This design comes from an exercise in tuning for small area on the open sky130 flow, not from production work. No functional check of the RTL was part of any run shown here. No activity file was given, so power comes from the tool's default toggle rates.

## flow/flow/run.sh

```bash
#!/bin/bash
# Standard ORFS layout with two changes: the tie cells are not split per load
# (one tie cell per constant value), and ports are buffered with buf_1.
set -euo pipefail
bash standard.sh finish \
  SKIP_REPAIR_TIE_FANOUT=1 \
  "BUFFER_PORTS_ARGS=-buffer_cell sky130_fd_sc_hd__buf_1" \
  > flow_make.log 2>&1
```

## flow/standard.sh

```bash
#!/bin/bash
# synth_recipe.tcl (not shown) runs the flow's synth.tcl, then flattens the netlist and writes it again
# the make line also repeats each setting of config.mk as NAME=value (left out here)
make -C /OpenROAD-flow-scripts/flow DESIGN_CONFIG=/design/flow/config.mk WORK_HOME=/design/flow/orfs CLKGATE_MAP_FILE= SYNTH_SCRIPT=/design/flow/synth_recipe.tcl "${@:-finish}"
```

## flow/config.mk

```make
export PLATFORM = sky130hd
export DESIGN_NAME = N64_CTRL
export DESIGN_NICKNAME = N64_CTRL
export VERILOG_FILES = /design/flow/design.v
export SDC_FILE = /design/flow/constraint.sdc
export NUM_CORES = 4
export LEC_CHECK = 0
export CAP_MARGIN = 20
export CORE_MARGIN = 2
export CORE_UTILIZATION = 40
export SLEW_MARGIN = 20
```

## flow/constraint.sdc

```tcl
create_clock -name core_clock -period 8.0 [get_ports {PCLK}]
set_input_delay 1.6000 -clock core_clock [delete_from_list [all_inputs] [get_ports {PCLK}]]
set_output_delay 1.6000 -clock core_clock [all_outputs]
set_load 0.01 [all_outputs]
```

## flow/design.v

```verilog
module apb_switch(
input PCLK,
input PRESERN,
input PSEL,
input PENABLE,
output PREADY,
output PSLVERR,
input PWRITE,
input [31:0] PADDR,
input wire [31:0] PWDATA,
output [31:0] PRDATA,
output EN
);
assign PSLVERR = 1'b0;
assign PREADY = 1'b1;
wire write_enable = PENABLE & PWRITE & PSEL & (PADDR[15:0] == 16'h1000);
reg EN_REG;
assign EN = EN_REG;
assign PRDATA = {31'b0, EN_REG};
always @(posedge PCLK) begin
    if(~PRESERN)
        EN_REG <= 1'b0;
    else if(write_enable)
        EN_REG <= PWDATA[0];
end
endmodule
module N64_TO_UART(EN, PCLK, PRESETN, FIFO_FULL, FIFO_EMPTY, SIN, SOUT, FABINT, N64_IN, N64_OUT, N64_OE, DEBUG);
input            EN, PCLK, PRESETN, FIFO_FULL, FIFO_EMPTY, SIN;
input            N64_IN;
output           N64_OUT;
output           N64_OE;
output           SOUT;
output reg       FABINT;
output wire[4:0] DEBUG;
localparam [2:0] S_CMD     = 3'b000;
localparam [2:0] S_RESPOND = 3'b001;
localparam [2:0] S_READ    = 3'b010;
localparam [2:0] S_STALL   = 3'b011;
localparam [2:0] S_IDLE    = 3'b100;
reg [1:0] ff_sync;
always @(posedge PCLK) begin
    ff_sync <= {ff_sync[0], FIFO_FULL};
    FABINT  <= ff_sync[0] & ~ff_sync[1];
end
reg  [2:0]  state;
reg         chg;       
reg  [5:0]  idx;       
reg  [24:0] gp;        
reg         sat;       
reg  [2:0]  nxt;
localparam [24:0] GP_96  = 25'h10aaaff;
localparam [24:0] GP_24M = 25'h0efacbb;
wire in_cmd   = (state == S_CMD);
wire in_resp  = (state == S_RESPOND);
wire bit_sent = (gp == GP_96) & ~sat;
wire last     = idx[5] & idx[0];           
wire shift    = EN & in_cmd & bit_sent;
wire clr      = ~PRESETN | chg | shift;
wire cmd0 = (idx[1:0] == 2'b00) | (idx[5:1] == 5'b01111);
always @(*) begin
    nxt = state;
    if(~EN)
        nxt = S_IDLE;
    else
        case(state)
            S_CMD:     if(bit_sent & last) nxt = S_RESPOND;
            S_RESPOND: if(FIFO_FULL) nxt = S_READ; else if(sat) nxt = S_CMD;
            S_READ:    if(FIFO_EMPTY) nxt = S_STALL;
            S_STALL:   nxt = S_CMD;
            S_IDLE:    nxt = S_CMD;
            default:   nxt = state;
        endcase
end
always @(posedge PCLK) begin
    if(~PRESETN) begin
        state <= S_IDLE;
        chg   <= 1'b0;
        idx   <= 6'd0;
    end
    else begin
        state <= nxt;
        chg   <= (nxt != state);
        if(shift)
            idx <= last ? 6'd0 : idx + 6'd1;
    end
    gp  <= ~({25{clr}} | {gp[23:0], gp[24] ^ gp[21]});
    sat <= ~clr & (sat | (gp == GP_24M));
end
assign N64_OE   = EN & in_cmd;
assign N64_OUT  = cmd0;
assign SOUT     = ~(EN & in_resp) | N64_IN;
assign DEBUG    = {state, cmd0, N64_OE ? cmd0 : N64_IN};
endmodule
module N64_CTRL(
input         PCLK,
input         PRESERN,
input         PSEL,
input         PENABLE,
input         PWRITE,
input  [31:0] PADDR,
input  [31:0] PWDATA,
output [31:0] PRDATA,
output        PREADY,
output        PSLVERR,
input         FIFO_FULL,
input         FIFO_EMPTY,
input         SIN,
input         N64_IN,
output        N64_OUT,
output        N64_OE,
output        SOUT,
output        FABINT,
output [4:0]  DEBUG
);
wire EN;
apb_switch apb_switch_0(
    .PCLK    (PCLK),
    .PRESERN (PRESERN),
    .PSEL    (PSEL),
    .PENABLE (PENABLE),
    .PREADY  (PREADY),
    .PSLVERR (PSLVERR),
    .PWRITE  (PWRITE),
    .PADDR   (PADDR),
    .PWDATA  (PWDATA),
    .PRDATA  (PRDATA),
    .EN      (EN)
);
N64_TO_UART N64_TO_UART_0(
    .EN         (EN),
    .PCLK       (PCLK),
    .PRESETN    (PRESERN),
    .FIFO_FULL  (FIFO_FULL),
    .FIFO_EMPTY (FIFO_EMPTY),
    .SIN        (SIN),
    .SOUT       (SOUT),
    .FABINT     (FABINT),
    .N64_IN     (N64_IN),
    .N64_OUT    (N64_OUT),
    .N64_OE     (N64_OE),
    .DEBUG      (DEBUG)
);
endmodule
```

==> results_dict.tcl, run 1 <==
set metrics [dict create \
    clock-root-buffer "clkbuf_8" \
    vias 1247 \
    h-tree-depth 2 \
    cp_num_buf_inv 2 \
    async_flop_share_pct 0 \
    fmax_ghz 0.247 \
    cts_num_sinks 40 \
    tritoncts "done" \
    routed_wirelength_um 3040 \
    finalCriticalPeriod_ns 4.06 \
    yosys_warnings 2 \
    drtIter0Drc 46 \
    grt_max_degree 33 \
    die_y_um 71.3 \
    path_common_cell "buf_1" \
    syn_nets 271 \
    ys_seq_elements 40 \
    cp-end-kind "primary output" \
    numCtsBuffers 5 \
    final_nets 270 \
    die_w_um 71.3 \
    dr.pass1.iters 4 \
    final_core_util_pct 41.7 \
    max-slew-margin-rel_pct 49.1 \
    hold_buffers 0 \
    core_um2 4350 \
    p_switching_mw 0.0937 \
    postSynthCellCount 196 \
    critPathTopFamily "simple AND/OR/NAND/NOR gates" \
    ir_drop_v 0.000129 \
    initial_core_util_pct 41.6 \
    crit_fanout 2 \
    hold_viol 0 \
    power_frac_seq_pct 53.6 \
    grt_pass1_vias 1124 \
    route.detailed.drc 0 \
    critical_path_required_ns 6.40 \
    worst-setup-path-type "in2out" \
    grt_usage_pct 12.5 \
    layout_setup_ws_ns 3.94 \
    insertion_delay_ns 0.29 \
    dieArea_um2 5080 \
    skew_ns 0.00500 \
    wl_per_cell_um 12.3 \
    ys.flop_type "dfxtp_1" \
    post_cts_buffers 0 \
    synth-seq-area-share_pct 44.3 \
    critPathArrivalTime_ns 2.46 \
    rows 24 \
    path_clk_slew_ns 0.08 \
    slew_viol_final 0 \
    p_clk_share_pct 40.7 \
    cpPeakStageDelay_ns 0.62 \
    area_growth_pct 0.346 \
    cts_resized 0 \
    num_antenna_cells 0 \
    path_cells "buf_1, or4b_2, buf_1" \
    hpwl_um 2160 \
    synth_edf_count 0 \
    p_leak_nw 0.644 \
    pre_cts_ws_ns 3.95 \
    rsz0062_at_grt "no" \
    hold_path_class "reg2reg" \
    status "no timing/DRC/antenna violations" \
    comb_power_share_pct 5.8 \
    antenna_found_initial 0 \
    power.density_nw_per_um2 222 \
    worst_setup_path_start_kind "input pin" \
    post-route-period-util_pct 50.7 \
    synth.distinct_cells 44 \
    setup_viol 0 \
    clock_path_buffers 2 \
    io_buffers 34 \
    grt-ovfl-total 0 \
    grt_pass1_wl_um 4920 \
    ios 116 \
    viasPerCell 5.03 \
    setup_tns_ns 0 \
    drive_gt1_share_pct 8.16 \
    avgSynthCellArea_um2 9.23 \
    syn-cell-area_um2 1810 \
    internal_power_mw 0.309 \
    antenna_left 0 \
    worst_pin_slew_ns 0.764 \
    netSwitchingFraction_pct 23.2 \
    max_cap_violations 0 \
    cpMaxStageDelayCell "or4b_2" \
    globalplace.congestion 0.780 \
]
==> cells by family after synthesis <==
kind of cell,count (synthesis),share of synthesized area [%]
xor+xnor,2,0.968
flops,40,44.3
mux,1,0.622
fa+ha+maj,2,1.38
compound gates,23,8.65
other cells,2,0.415
buf+inv,47,17.5
simple gates,79,26.2
==> worst reg2reg max path: stages (launching register included) <==
cell	delay, ns
dfxtp_1	0.51
nor4b_4	0.38
and4_1	0.40
a211o_1	0.67
nor2_1	0.10
==> layer usage <==
layer | wire [µm] | vias up | GRT usage (%)
li1 | - | 645 | -
met1 | 1450 | 554 | 15.3
met2 | 1260 | 42 | 18.9
met3 | 284 | 6 | 6.33
met4 | 42 | 0 | 4.40
met5 | 0 | - | 0
==> final timing paths <==
check             slack [ns]                     start  cells after the start                       end
setup / recovery        3.94                    N64_IN                      3                      SOUT
hold / removal          0.35  N64_TO_UART_0.ff_sync[0]                      0  N64_TO_UART_0.ff_sync[1]
setup reg to reg        5.80       apb_switch_0.EN_REG                      4       N64_TO_UART_0.gp[8]
hold reg to reg         0.35  N64_TO_UART_0.ff_sync[0]                      0  N64_TO_UART_0.ff_sync[1]
==> area by class of cell <==
| type | instances | area, µm² |
|---|---|---|
| well taps | 52 | 65.1 |
| clock buffers | 5 | 68.8 |
| inverters | 5 | 18.8 |
| fillers | 450 | 2540 |
| flip-flops and latches | 40 | 801 |
| repair buffers | 34 | 128 |
| clock inverters | 3 | 42.5 |
| multi-input cells | 109 | 692 |
==> Yosys cell counts, types with 2 or more instances <==
master / number / area (µm²)
nor4_1: 6 / 37.5
nand3_1: 5 / 25.0
o21ai_0: 3 / 15.0
or4_1: 2 / 15.0
a21oi_1: 7 / 35.0
nor2_1: 28 / 105
inv_1: 5 / 18.8
nor3b_1: 2 / 15.0
ha_1: 2 / 25.0
nand4_1: 5 / 31.3
buf_4: 35 / 263
nand4b_1: 2 / 17.5
buf_2: 7 / 35.0
o31ai_1: 3 / 22.5
o311ai_1: 2 / 17.5
nand2_1: 7 / 26.3
nor3_1: 4 / 20.0
dfxtp_1: 40 / 801
conb_1: 2 / 7.51
nor2b_1: 4 / 25.0
o21ai_1: 2 / 10.0
==> registers in the layout, summed over array words and instances, names as in the netlist <==
signal and count:
N64_TO_UART_0.FABINT 1, N64_TO_UART_0.chg 1, N64_TO_UART_0.ff_sync 2, N64_TO_UART_0.gp 25
N64_TO_UART_0.idx 6, N64_TO_UART_0.sat 1, N64_TO_UART_0.state 3, apb_switch_0.EN_REG 1
==> power groups by stage <==
stage | combinational [mW] | clock [mW] | sequential, mW
floorplan | 0.0287 | 0 | 0.219
global placement | 0.0230 | 0 | 0.221
detailed placement | 0.0235 | 0 | 0.221
CTS | 0.0235 | 0.170 | 0.216
global route | 0.0268 | 0.177 | 0.217
finish | 0.0232 | 0.164 | 0.216
==> through the flow <==
stage | hold WS, ns | power, mW | instance area (µm²) | std cells
2_1_floorplan | 0.324 | 0.248 | 1810 | 196
3_3_place_gp | 0.329 | 0.244 | 1700 | 240
3_5_place_dp | 0.333 | 0.244 | 1700 | 240
4_1_cts | 0.351 | 0.409 | 1820 | 248
5_1_grt | 0.359 | 0.421 | 1820 | 248
6_report | 0.349 | 0.403 | 1820 | 248
==> layout by cell type, fill, tap and decap left out, drive strengths merged, types with 2 or more instances in the layout <==
cell and count:
dfxtp 40, nand3 5, nor2 28, nand2 7, nand4b 3, inv 5, ha 2, o31ai 3
conb 2, a21oi 7, clkbuf 5, nor3b 2, or4 2, buf 34, o21ai 5, nor4 7
o311ai 2, nor3 4, nand4 5, nor2b 4
==> inputs of run 2 (changes only) <==
==> flow/flow/run.sh (replaced) <==
#!/bin/bash
# Standard ORFS layout with these changes: the tie cells are not split per load
# (one tie cell per constant value), ports are buffered with buf_1, and the
# clock tree is built without dummy loads from large sink clusters.
set -euo pipefail
bash standard.sh finish \
  SKIP_REPAIR_TIE_FANOUT=1 \
  "BUFFER_PORTS_ARGS=-buffer_cell sky130_fd_sc_hd__buf_1" \
  "CTS_ARGS=-sink_clustering_enable -sink_clustering_size 50 -sink_clustering_max_diameter 500 -buf_list sky130_fd_sc_hd__clkbuf_8 -dont_use_dummy_load -repair_clock_nets" \
  > flow_make.log 2>&1
--- a/flow/config.mk
+++ b/flow/config.mk
@@ -6,4 +6,5 @@
 export NUM_CORES = 4
 export LEC_CHECK = 0
+export ABC_AREA = 1
 export CAP_MARGIN = 20
 export CORE_MARGIN = 2
==> run 2 against run 1 <==
Still clean. Register-to-register slack better by 0.62 ns. Synthesized area is 11% higher. Sequential power hardly changed. Critical path depth is 1 higher. Global-route usage is 0.63 points higher. Sequential cell count stayed put. Clock power is 29% lower. Via count is 21% higher. First-iteration DRC count is 37% higher. Critical endpoint is now DEBUG[0].
==> results_dict.tcl, run 2 <==
set metrics [dict create \
    top_register "N64_TO_UART_0.gp" \
    clock_path_buffers 2 \
    critPathLaunch "N64_IN" \
    async_flop_share_pct 0 \
    grt_pass1_wl_um 5540 \
    io_buffers 34 \
    synth_common_cells "nor2_1, dfxtp_1, buf_4, nand2_1, inv_1" \
    status "no timing/DRC/antenna violations" \
    dieArea_um2 5610 \
    h-tree-depth 2 \
    grt-ovfl-total 0 \
    ios 116 \
    final_common_cell "nor2_1" \
    ir_drop_v 0.0000764 \
    cpMaxStageDelayCell "buf_1" \
    insertion_delay_ns 0.29 \
    path_clk_slew_ns 0.07 \
    r2r-start "N64_TO_UART_0.gp[2]" \
    vias 1510 \
    grt_pass1_vias 1305 \
    largest_reg_flops 25 \
    layout_common_cells "nor2_1, dfxtp_1, buf_1, nand2_1, inv_1" \
    finalPower_mw 0.364 \
    clock-root-buffer "clkbuf_8" \
    synth-seq-area-share_pct 39.8 \
    grt_usage_pct 13.1 \
    yosys_warnings 2 \
    setup_viol 0 \
    worst-setup-path-type "in2out" \
    die_y_um 74.9 \
    reg_top3 "N64_TO_UART_0.gp (25), N64_TO_UART_0.idx (6), N64_TO_UART_0.state (3)" \
    critPathArrivalTime_ns 2.02 \
    crit_fanout 2 \
    finalCriticalPeriod_ns 3.62 \
    drtIter0Drc 63 \
    core_um2 4790 \
    antenna_left 0 \
    n_fill_cell 506 \
    power_frac_seq_pct 59.5 \
    worst_setup_path_start_kind "input pin" \
    synth_area_leader_cell "dfxtp_1" \
    yosys-top-cells-area "dfxtp_1, buf_4, nor2_1" \
    viasPerCell 4.45 \
    post_cts_buffers 0 \
    wl_per_cell_um 9.53 \
    globalplace.congestion 0.785 \
    rows 25 \
    path_cells "buf_1, inv_1, o21ai_0, buf_1" \
    hold_buffers 0 \
    syn-cell-area_um2 2010 \
    fmax_ghz 0.276 \
    setup_tns_ns 0 \
    internal_power_mw 0.275 \
    antenna_found_initial 0 \
    slew_viol_final 0 \
    power.density_nw_per_um2 182 \
    routed_wirelength_um 3230 \
    hp-start "N64_TO_UART_0.ff_sync[0]" \
    tritoncts "done" \
    cts_num_sinks 40 \
    skew_ns 0.00985 \
    hold_path_class "reg2reg" \
    route.detailed.drc 0 \
    area_growth_pct -0.249 \
    path_common_cell "buf_1" \
    post-route-period-util_pct 45.3 \
    critical_path_required_ns 6.40 \
    cts_resized 0 \
    postSynthCellCount 270 \
    p_clk_share_pct 32.2 \
    ys.flop_type "dfxtp_1" \
    ys_seq_elements 40 \
    num_antenna_cells 0 \
    synthMostInstantiatedCell "nor2_1" \
    initial_core_util_pct 42.0 \
    synth.distinct_cells 29 \
    final_nets 349 \
    syn_nets 345 \
    max_cap_violations 0 \
    netSwitchingFraction_pct 24.5 \
    hold_viol 0 \
    hpwl_um 2500 \
    p_switching_mw 0.0893 \
    p_leak_nw 0.791 \
    grt_max_degree 33 \
    drive_gt1_share_pct 9.56 \
    comb_power_share_pct 8.3 \
    cpPeakStageDelay_ns 0.17 \
    synth_edf_count 0 \
    dr.pass1.iters 4 \
    die_w_um 74.9 \
    cp-end-kind "primary output" \
    avgSynthCellArea_um2 7.45 \
    rsz0062_at_grt "no" \
    synthDominantCellAreaShare_pct 39.8 \
    numCtsBuffers 5 \
]
[run 2: cell types whose count changed after synthesis, moves of 5 or more]
cell     change
nor2_2       +7
buf_2        -7
nand3_1      +8
nor2_1      +28
nand2_1     +25
nand2_2      +5
inv_1       +23
[run 2: final cells by class]
type,instances,area (µm²),area share (%)
clock buffer,5,68.8,3.43
inverter,30,113,5.61
multi-input combinational,163,812,40.5
sequential,40,801,39.9
tap,67,83.8,4.18
timing repair buffer,34,128,6.36
[run 2: cell families (layout without fill, tap and decap cells)]
kind of cell,Yosys count,after routing,synth area share [%]
other,2,2,0.374
AO/OA/AOI/OAI,16,16,4.54
AND/OR/NAND/NOR,140,140,32.9
buffers and inverters,67,69,19.8
XOR/XNOR,3,3,1.31
flip-flops,40,40,39.8
adder cells (fa/ha/maj),2,2,1.24
[run 2: power by group through the flow]
stage / clock network [mW] / logic, mW / registers, mW
after global placement: 0 / 0.0299 / 0.222
after detailed placement: 0 / 0.0304 / 0.221
after global routing: 0.130 / 0.0357 / 0.219
after floorplan: 0 / 0.0353 / 0.220
after CTS: 0.122 / 0.0304 / 0.217
final: 0.117 / 0.0301 / 0.217
[run 2: worst paths after layout]
path,to,slack (ns),cells past startpoint
setup / recovery,DEBUG[0],4.38,4
hold / removal,N64_TO_UART_0.ff_sync[1],0.35,0
setup reg to reg,N64_TO_UART_0.gp[0],6.42,9
hold reg to reg,N64_TO_UART_0.ff_sync[1],0.35,0
[run 2: through the flow]
| stage | cell area (µm²) | setup WS [ns] | std cells | hold slack [ns] | utilization, % |
|---|---|---|---|---|---|
| floorplan | 2010 | 4.49 | 270 | 0.331 | - |
| global placement | 1940 | 4.39 | 334 | 0.334 | 40.5 |
| detailed placement | 1940 | 4.38 | 334 | 0.341 | 40.5 |
| CTS | 2010 | 4.38 | 339 | 0.354 | 41.9 |
| global route | 2010 | 4.34 | 339 | 0.358 | 41.9 |
| finish | 2010 | 4.38 | 339 | 0.353 | 41.9 |
[run 2: worst max-delay path, delay by kind of cell]
family          cells  cell delay (ns)
buf+inv             3             0.28
compound gates      1             0.14
[run 2: metal layers]
layer | routed length (µm) | GRT usage (%) | vias up
li1 | - | - | 814
met1 | 1520 | 17.1 | 640
met2 | 1380 | 19.5 | 50
met3 | 252 | 3.75 | 6
met4 | 72 | 7.14 | 0
met5 | 0 | 0 | -

[afterwards: timing with drivers on the ports]
Ports are ideal in the flow. The routed layouts listed here were re-timed in OpenROAD.
Step 1, drivers: a clkbuf_16 drives PCLK and a buf_2 each remaining input, both assumed.
Step 2 times the ports against the registers' clock, not the clock port: input delays grow and output delays shrink by t, the midpoint of the rising clock arrivals with the driver on.
Slacks: no drivers / after step 1 / after step 2; pairs: no drivers / after step 1.
run | t, ns | setup WS [ns] | clock arrival spread, ns | worst register clock-pin slew, ns | pins driven straight from the clock port
run 1 | 0.317 | 3.944 / 3.925 / 3.925 | 0.005 / 0.005 | 0.08 / 0.08 | 1
run 2 | 0.312 | 4.379 / 4.357 / 4.357 | 0.009 / 0.010 | 0.07 / 0.07 | 1
After both steps every run listed still meets setup and hold. The setup slack of run 2, which loses most, moves by -0.022 ns with the drivers and by -0.022 ns with both steps.
